Source: an optimization exercise on an open RTL-to-GDS flow (aim: small area, a short achievable clock period and few clock cycles per item). Production flows keep margins and buffers that such runs may drop. Where RTL was checked, it was by simulation tests only, not by an equivalence proof against the original. No functional check of the RTL was part of run 2. Power figures rest on the tool's default switching activity, not on a simulated workload.

==> flow/design.v (outline; a module is shown in full before it is edited, if it fits) <==
// module RFILE: 2434 lines
module RFILE(clk, rst, A_x, A_y, B_x, B_y, C_x, C_y, rssiA, rssiB, rssiC,
             valueA, valueB, valueC, expA, expB, expC, busy, out_valid, xt, yt);
  // ...
==> flow/flow/run.sh <==
#!/bin/bash
# Standard layout (the standard.sh) with two changes:
#  - synthesis script flow/syn.tcl (the standard flow's script, Yosys synth -noabc),
#  - port buffers are sky130_fd_sc_hd__buf_1 (every port still gets one).
set -euo pipefail
HERE=$(pwd)
sed -e "s#SYNTH_SCRIPT=[^ ]*#SYNTH_SCRIPT=$HERE/flow/syn.tcl#" \
    -e "s#make -C #make BUFFER_PORTS_ARGS='-buffer_cell sky130_fd_sc_hd__buf_1' -C #" \
    standard.sh > flow_standard.sh
grep -q "flow/syn.tcl" flow_standard.sh
grep -q "BUFFER_PORTS_ARGS" flow_standard.sh
bash flow_standard.sh finish > make.log 2>&1
==> flow/flow/syn.tcl <==
# The standard flow's synthesis script (synth_recipe.tcl) with one change: Yosys's generic
# synth runs without its early "abc -fast" pass (-noabc). That pass rewrites
# the XOR/majority logic so that extract_fa builds full adders with inverted
# pins and leaves inverters between them. Registers are unchanged.
proc synth {args} { yosys synth -nofsm -noshare -noabc {*}$args }
source $::env(SCRIPTS_DIR)/synth.tcl
# left out here: clear keep_hierarchy, flatten, clean up, hide names made inside functions, write 1_2_yosys.v
==> flow/standard.sh <==
#!/bin/bash
# synth_recipe.tcl (not shown) runs the flow's synth.tcl, then flattens the netlist and writes it again
# the make line also repeats each setting of config.mk as NAME=value (left out here)
make -C /OpenROAD-flow-scripts/flow DESIGN_CONFIG=/design/flow/config.mk WORK_HOME=/design/flow/orfs CLKGATE_MAP_FILE= SYNTH_SCRIPT=/design/flow/synth_recipe.tcl "${@:-finish}"
==> flow/config.mk <==
export PLATFORM = sky130hd
export DESIGN_NAME = RFILE
export DESIGN_NICKNAME = RFILE
export VERILOG_FILES = /design/flow/design.v
export SDC_FILE = /design/flow/constraint.sdc
export NUM_CORES = 8
export LEC_CHECK = 0
export ABC_AREA = 1
export CAP_MARGIN = 20
export CORE_MARGIN = 2
export CORE_UTILIZATION = 40
export SLEW_MARGIN = 20
==> flow/constraint.sdc <==
create_clock -name core_clock -period 115.0 [get_ports {clk}]
set_input_delay 23.0000 -clock core_clock [delete_from_list [all_inputs] [get_ports {clk}]]
set_output_delay 23.0000 -clock core_clock [all_outputs]
set_load 0.01 [all_outputs]
==> run summary, run 1 <==
The peak supply drop is 0.0887 mV. Fill cells in the final layout number 10.1k. The final period demand of the worst path is 24.85 ns.

The data arrival at the endpoint of the critical path came out at 25.27 ns. The maximum operating frequency came out at 0.0402 GHz. The flow ran to the end and the layout has no timing, DRC or antenna violations.

The origin of the worst min-delay path is cnt[0]. The cell family with the largest share of critical-path delay is compound AO/OA/AOI/OAI gates. The internal portion of total power came out at 621 uW. The total length of routed met2 wires came out at 62500 microns. The number of global-route vias before repair is 35.8k. The layout buffer count excluding clock buffers is 273.

The pin slew with the least headroom to its limit is 1.11 ns. The global router's overall resource usage is 26.5%. The maximum buffer depth of the clock tree came out at 3.

The fraction of the mapped netlist area in compound gates came out at 14.8%. In the final layout, the registers with the most flip-flops are rs x19, rx x19, ry x19. The tightest hold margin came out at 0.491 ns. Once routing completed, OpenROAD measured the worst setup slack at 90.15 ns. The top-level I/O count is 212. The post-synthesis net count is 6372. The final weighted congestion in routability-driven placement came out at 0.978. The analysis attributes to net switching a power of 640 uW. The share of the clock period used by the worst path after layout is 21.6%. The distinct cell type count after synthesis is 68. Setup repair after global routing left no endpoint under its margin. The multi-input combinational cell count came out at 4234. The capture endpoint of the worst hold path is cnt[0]. The number of nets with antenna violations after detailed routing is 0. The capture point of the worst reg-to-reg path is xt[2].

Entering global routing, the biggest net connects 78 pins. The count of cell instances traversed by the critical path came out at 108. Summed over all layers, the global routing overflow is 0. The clock network fraction of total power came out at 9.0%.
Testbench counts, summed over its fixed seeds: cycles 4,791, items 512.
==> run 2, diff against run 1 <==
--- a/flow/design.v
+++ b/flow/design.v
@@ -2,38 +2,39 @@
 module RFILE(clk, rst, A_x, A_y, B_x, B_y, C_x, C_y, rssiA, rssiB, rssiC,
              valueA, valueB, valueC, expA, expB, expC, busy, out_valid, xt, yt);
 input           clk;
 input           rst;
 input  [7:0]    A_x, A_y, B_x, B_y, C_x, C_y;
 input  [19:0]   rssiA, rssiB, rssiC;
 input  [15:0]   valueA, valueB, valueC;
 output reg [11:0] expA, expB, expC;
-output          busy;
+output reg      busy;
 output reg      out_valid;
 output reg [7:0] xt, yt;
 reg  [8:0] ph;            
 reg  [2:0] k;             
 reg        knz;           
 reg  [2:0] cnt;           
 wire       first = ph[7];
 wire [2:0] cn = first ? ({1'b0, fs} + k) : cnt - 3'd1;
 wire       fin = ph[8] && (cn == 3'd1);
 reg  [1:0] fc;            
 wire       fe = (fc != 2'd0);
 always @(posedge clk or posedge rst) begin
     if (rst) begin
         ph <= 9'd1;
         out_valid <= 1'b0;
+        busy <= 1'b1;
     end else begin
         ph <= fin ? 9'd1 : {ph[8] | ph[7], ph[6:0], 1'b0};
         out_valid <= fin;
+        busy <= ~fin;
     end
 end
-assign busy = ~out_valid;
 always @(posedge clk) begin
     cnt <= cn;
     if (first) fc <= fs - 2'd1;
     else if (fc != 2'd0) fc <= fc - 2'd1;
 end
 function [13:0] f_exp(input [19:0] u);
     reg [19:0] z; reg [2:0] r, rn; reg [16:0] q; integer j; reg b;
     begin
@@ -48,26 +49,26 @@
                 3'd3: begin q[j-2] = 1'b1; rn = b ? 3'd2 : 3'd1; end
                 default: begin q[j-2] = 1'b1; rn = b ? 3'd4 : 3'd3; end
             endcase
             r = rn;
         end
         f_exp = q[13:0];
     end
 endfunction
-reg  [19:0] rs;
+reg  [19:0] rs;            
 reg  [1:0]  iA, iB, iC;
 wire [13:0] e = f_exp(rs);
 always @(posedge clk) begin
-    rs <= ph[0] ? rssiA : ph[1] ? rssiB : rssiC;
+    rs <= ph[0] ? rssiA : ph[1] ? rssiB : ph[2] ? rssiC : ph[3] ? {4'd0, valueA} : ph[4] ? {4'd0, valueB} : {4'd0, valueC};
     if (ph[1]) {iA, expA} <= e;
     if (ph[2]) {iB, expB} <= e;
     if (ph[3]) {iC, expC} <= e;
 end
-reg  [15:0] vr;
+wire [15:0] vr = rs[15:0];
 reg  [7:0]  cx, cy;
 wire [1:0]  isel = ph[4] ? iA : ph[5] ? iB : iC;
 wire du_i0 = (isel == 2'd0), du_i1 = (isel == 2'd1), du_i2 = (isel == 2'd2), du_i3 = (isel == 2'd3);
 wire du_0 = (du_i0 & vr[0]);
 wire du_1 = (du_i0 & vr[1]);
 wire du_2 = (du_i1 & vr[0]);
 wire du_3 = (du_i0 & vr[2]);
 wire du_4 = (du_i1 & vr[1]);
@@ -671,17 +672,16 @@
 wire sq_404 = (sq_370 & sq_371) | (sq_370 & sq_402) | (sq_371 & sq_402);
 wire sq_405 = sq_372 ^ sq_373 ^ sq_404;
 wire sq_406 = (sq_372 & sq_373) | (sq_372 & sq_404) | (sq_373 & sq_404);
 wire sq_407 = sq_374 ^ sq_375 ^ sq_406;
 wire sq_408 = (sq_374 & sq_375) | (sq_374 & sq_406) | (sq_375 & sq_406);
 wire [15:0] sq_sum = {sq_407, sq_405, sq_403, sq_401, sq_399, sq_397, sq_395, sq_393, sq_391, sq_389, sq_387, sq_385, sq_383, sq_381, sq_379, sq_377};
 wire [15:0] w = sq_sum;
 always @(posedge clk) begin
-    vr <= ph[3] ? valueA : ph[4] ? valueB : valueC;
     {cx, cy} <= ph[3] ? {A_x, A_y} : ph[4] ? {B_x, B_y} : {C_x, C_y};
 end
 reg  [15:0] c0, c1;
 always @(posedge clk) begin
     if (ph[0]) c0 <= {A_x, B_x};
     else if (ph[4]) c0 <= w;
     else c0 <= c0 - w;
     if (ph[0]) c1 <= {C_x, A_y};
==> flow/flow/run.sh (replaced) <==
#!/bin/bash
# Standard layout (the standard.sh) with two changes:
#  - synthesis script flow/syn.tcl (the standard flow's script with Yosys synth -noabc and
#    the final ABC mapping done by flow/abc_map.script),
#  - port buffers are sky130_fd_sc_hd__buf_1 (every port still gets one).
set -euo pipefail
HERE=$(pwd)
export FLOW_ABC_SCRIPT=$HERE/flow/abc_map.script
sed -e "s#SYNTH_SCRIPT=[^ ]*#SYNTH_SCRIPT=$HERE/flow/syn.tcl#" \
    -e "s#make -C #make BUFFER_PORTS_ARGS='-buffer_cell sky130_fd_sc_hd__buf_1' -C #" \
    standard.sh > flow_standard.sh
grep -q "flow/syn.tcl" flow_standard.sh
grep -q "BUFFER_PORTS_ARGS" flow_standard.sh
bash flow_standard.sh finish > make.log 2>&1
==> flow/flow/abc_map.script (new file) <==
strash
dch -f
map -D 18000
topo
stime -c
buffer -c
upsize -c
dnsize -c
==> flow/flow/syn.tcl (replaced) <==
# The standard flow's synthesis script (synth_recipe.tcl) with two changes to the
# combinational mapping only; registers are unchanged:
#  - Yosys's generic synth runs without its early "abc -fast" pass (-noabc).
#    That pass rewrites XOR/majority logic so that extract_fa builds full
#    adders with inverted pins and leaves inverters between them.
#  - The final ABC mapping uses flow/abc_map.script (delay-targeted mapping
#    with area recovery, then the usual buffering and sizing) in place of the
#    ORFS script, whose delay target of 115 ps makes it map for speed only.
proc synth {args} { yosys synth -nofsm -noshare -noabc {*}$args }
proc abc {args} {
  set i [lsearch -exact $args -script]
  if {$i >= 0 && [info exists ::env(FLOW_ABC_SCRIPT)]} {
    lset args [expr {$i + 1}] $::env(FLOW_ABC_SCRIPT)
  }
  puts "abc mapping script: [lindex $args [expr {$i + 1}]]"
  yosys abc {*}$args
}
source $::env(SCRIPTS_DIR)/synth.tcl
# left out here: clear keep_hierarchy, flatten, clean up, hide names made inside functions, write 1_2_yosys.v
==> run summary, run 2 <==
The count of maximum capacitance violations came out at 0. The number of DRC violations after detailed routing is 0. The relative slew slack is 25.3%. The run finished with no timing, DRC or antenna violations. In the final layout, the registers with the most flip-flops are rs x19, rx x19, ry x19. After clock tree synthesis, the clock-pin slew on the worst setup and hold paths is 0.07 ns.

The post-cts gate resize count came out at 0. The design draws 1180 uW. The floorplan die area is 0.0975 sq mm. The total number of vias is 35.2k. The count of buffers added by post-CTS timing repair for setup came out at 0. After legalization and detailed placement, the total HPWL measured 108000 microns. In the layout the commonest cells are 723 x sky130_fd_sc_hd__nor2_1, 670 x sky130_fd_sc_hd__inv_1, 625 x sky130_fd_sc_hd__nand2_1, 393 x sky130_fd_sc_hd__fa_1, 367 x sky130_fd_sc_hd__xor2_1. The cell area after synthesis came out at 0.0380 sq mm. Timing analysis after detailed placement gives a worst setup slack of 90.60 ns. In this run the worst hold path is classified as reg -> reg. For the worst setup path, the data required time is 92.00 ns. Counting every sink on the clock net gives 240. The data arrival at the endpoint of the critical path was 1.29 ns (-23.98 ns). The number of antenna violations at the first check in global routing is 2. The ratio of total power to cell area is 28.7 mW/mm^2. The layout net count came out at 5975.

The core outline area is 0.0946 sq mm. The maximum buffer depth of the clock tree came out at 3 (unchanged). For this design, the slowest cell found on the critical path is sky130_fd_sc_hd__dfstp_2. The aggregate global routing overflow is 0 (unchanged). The number of endpoints with negative hold slack in the final report is 0. The kind of start point of the critical path is a flop. The share of the synthesized area in the top cell type is 20.7%. The effective utilization at floorplan came out at 40.2%. The synthesized area per cell is 7.63 sq um. The global router's overall resource usage came out at 27.4% (+0.95 points). Measured on the finished design, the core utilization comes to 43.6%. Setup repair after global routing left no endpoint under its margin. The clock latency reported for the late side of the worst-skew pair is 0.64 ns. The sum of routed wire length over all layers is 135000 microns. 0 antenna diodes ended up in the layout. Ranked by total cell area, the synthesized netlist is headed by sky130_fd_sc_hd__fa_1 21%, sky130_fd_sc_hd__ha_1 11%, sky130_fd_sc_hd__xor2_1 8.5%, sky130_fd_sc_hd__edfxtp_1 8.1%, sky130_fd_sc_hd__nor2_1 7.1%. The area growth from synthesis to layout is 8.37%.

The final clock skew came out at 0.0400 ns. The pin count of the biggest net entering global routing came out at 70 (-10%). The number of levels in the clock H-tree is 1. In the final layout, the share of cells above drive strength 1 is 4.50%.

The cell count after synthesis came out at 4981. The total area of multi-input combinational cells came out at 0.0287 sq mm. Yosys mapped a number of flops with a built-in enable equal to 103.

The number of nets with antenna violations after detailed routing is 0 (unchanged). The y dimension of the die came out at 312 microns. In the final routed layout, each cell accounts on average for 21.2 microns. The most common cell in the synthesized netlist is sky130_fd_sc_hd__nor2_1. The capturing element type of the critical path is a primary output.

The DRC violation total after the first TritonRoute iteration is 3087. The commonest cells after synthesis are 724 x sky130_fd_sc_hd__nor2_1, 674 x sky130_fd_sc_hd__inv_1, 628 x sky130_fd_sc_hd__nand2_1. TritonCTS built the clock tree. The number of buffer and inverter stages on the critical path is 1.

The hold buffer count at cts came out at 0. The most common library cell in the layout ignoring fill and taps is sky130_fd_sc_hd__nor2_1. The final period demand of the worst path came out at 24.29 ns (-0.556 ns). The sequential cell area fraction in the yosys report is 15.5%. The maximum cell stage delay along the critical path is 0.51 ns. The routed via count divided by cell count is 5.51. The clock root buffer is sky130_fd_sc_hd__clkbuf_16.

For this run, the leading register cell type out of synthesis is sky130_fd_sc_hd__dfxtp_1. The largest total area in the synthesized netlist belongs to sky130_fd_sc_hd__fa_1. The leakage power figure came out at 0.0194 uW. The largest driver fanout on the critical path came out at 1. The cell family with the largest share of critical-path delay is flip-flops.

Counting flops and latches in the post-synthesis netlist gives 240. The number of global-route vias before repair is 34.5k (-3.5%). The total negative setup slack is 0 ns. For this run, the number of Yosys warnings is 1. The signal on the critical path passes through buf_1.

The peak supply drop is 0.0904 mV (+1.9%). Row generation in the floorplan step produced 113 rows. The quantity of I/O buffers inserted on ports is 208.

The post-synthesis net count was 5867 (-7.9%). The final setup violation count came out at 0. The first-pass iteration count of the detailed router came out at 6. The distinct cell type count after synthesis came to 73 (+7.4%). The final weighted congestion in routability-driven placement is 0.984 (+0.57%). The die span in x is 312 microns. The area used by sequential logic in the layout is 0.00591 sq mm. The share of async-settable or async-resettable flops after synthesis came out at 4.58%. The first-pass GRT wire length is 206000 microns. The final-layout fill cell count came to 9708 (-4.3%). The max-slew violation total from the final report was 0.

By startpoint and endpoint, the worst setup path is classified as reg -> out. The top-level I/O count is 212 (unchanged). The maximum operating frequency is 0.0412 GHz (+2.3%). The final worst slack came out at 90.71 ns (+0.556 ns). The pin slew with the least headroom to its limit is 1.11 ns (-0.00233 ns). The share of the clock period used by the worst path after layout came out at 21.1% (-0.48 points).

Buffers inserted during clock tree synthesis total 31.
==> run 2: cell count changes after synthesis, sizes merged, moves of 15 or more <==
cell,change
a21o,-15
a31oi,+16
nor2,+120
a21oi,-54
a22oi,+28
o211ai,+44
nand2,-497
nor3,+36
inv,-74
dfxtp,-16
xor2,+30
nand3,-142
==> run 2: cells by family after synthesis <==
logic type / Yosys count / synth area share, %
adders and majority gates: 728 / 31.7
DFF: 240 / 15.5
AOI/OAI and AO/OA: 1067 / 16.9
muxes: 1 / 0.0263
and+or+nand+nor: 1607 / 17.2
xor gates and xnor gates: 414 / 9.54
buffers and inverters: 924 / 9.14
==> run 2: cell type report <==
cell class	instances	share of cell area (%)
Tap cell	1265	3.84
Multi-Input combinational cell	3817	69.7
Clock buffer	43	2.09
Inverter	733	6.69
Sequential cell	240	14.3
Timing Repair Buffer	266	2.97
Clock inverter	15	0.389
==> run 2: power by group <==
group	switching, uW	internal [uW]	total [uW]
registers	10.3	117	127
logic	553	402	955
clock network	43.2	58.9	102
total	606	578	1180
==> run 2: path summary, 6_finish.rpt <==
path	startpoint	to	slack, ns	depth (start not counted)
max	busy	busy	90.71	1
min	cnt[0]	cnt[0]	0.48	1
max reg2reg	ph[6]	yt[6]	91.26	112
min reg2reg	cnt[0]	cnt[0]	0.48	1
max in group asynchronous	rst	ph[6]	92.28	2
min in group asynchronous	rst	ph[7]	22.34	2
==> run 2: through the flow <==
stage                     hold WS, ns  cell area [sq um]  instances
after floorplan                 0.442              38000       4981
after global placement          0.473              40200       6320
after detailed placement        0.481              40200       6320
after CTS                       0.490              41200       6378
after global routing            0.536              41200       6379
final                           0.485              41200       6379
==> run 2: metal layers <==
metal	up-vias	track usage [%]	part of all wire [%]
met3	308	4.53	7.7
met1	16800	34.7	40
met4	4	10.7	4.6
li1	16600	-	-
met5	-	0	0.018
met2	1429	46.7	47

-- re-timing with driven ports --
The flow's constraints put no driver on any port. The routed layouts listed below were extracted and timed again, unchanged, in two steps. Step 1, drivers: a clkbuf_16 drives clk and a buf_2 each remaining input, both assumed. Step 2 moves the port delays by t, midway between the first and last clock arrival at a register: inputs arrive t later, outputs are due t later. That takes back most of the time a late clock gives input paths. Three values: ideal ports, drivers, drivers and shift; two values: the first two.
| run | t (ns) | slack for setup (ns) | cell pins on the clock port's net |
|---|---|---|---|
| run 1 | 0.603 | 90.150 / 90.150 / 90.150 | 1 |
| run 2 | 0.693 | 90.707 / 90.637 / 90.952 | 1 |
After both steps every run listed still meets setup and hold.
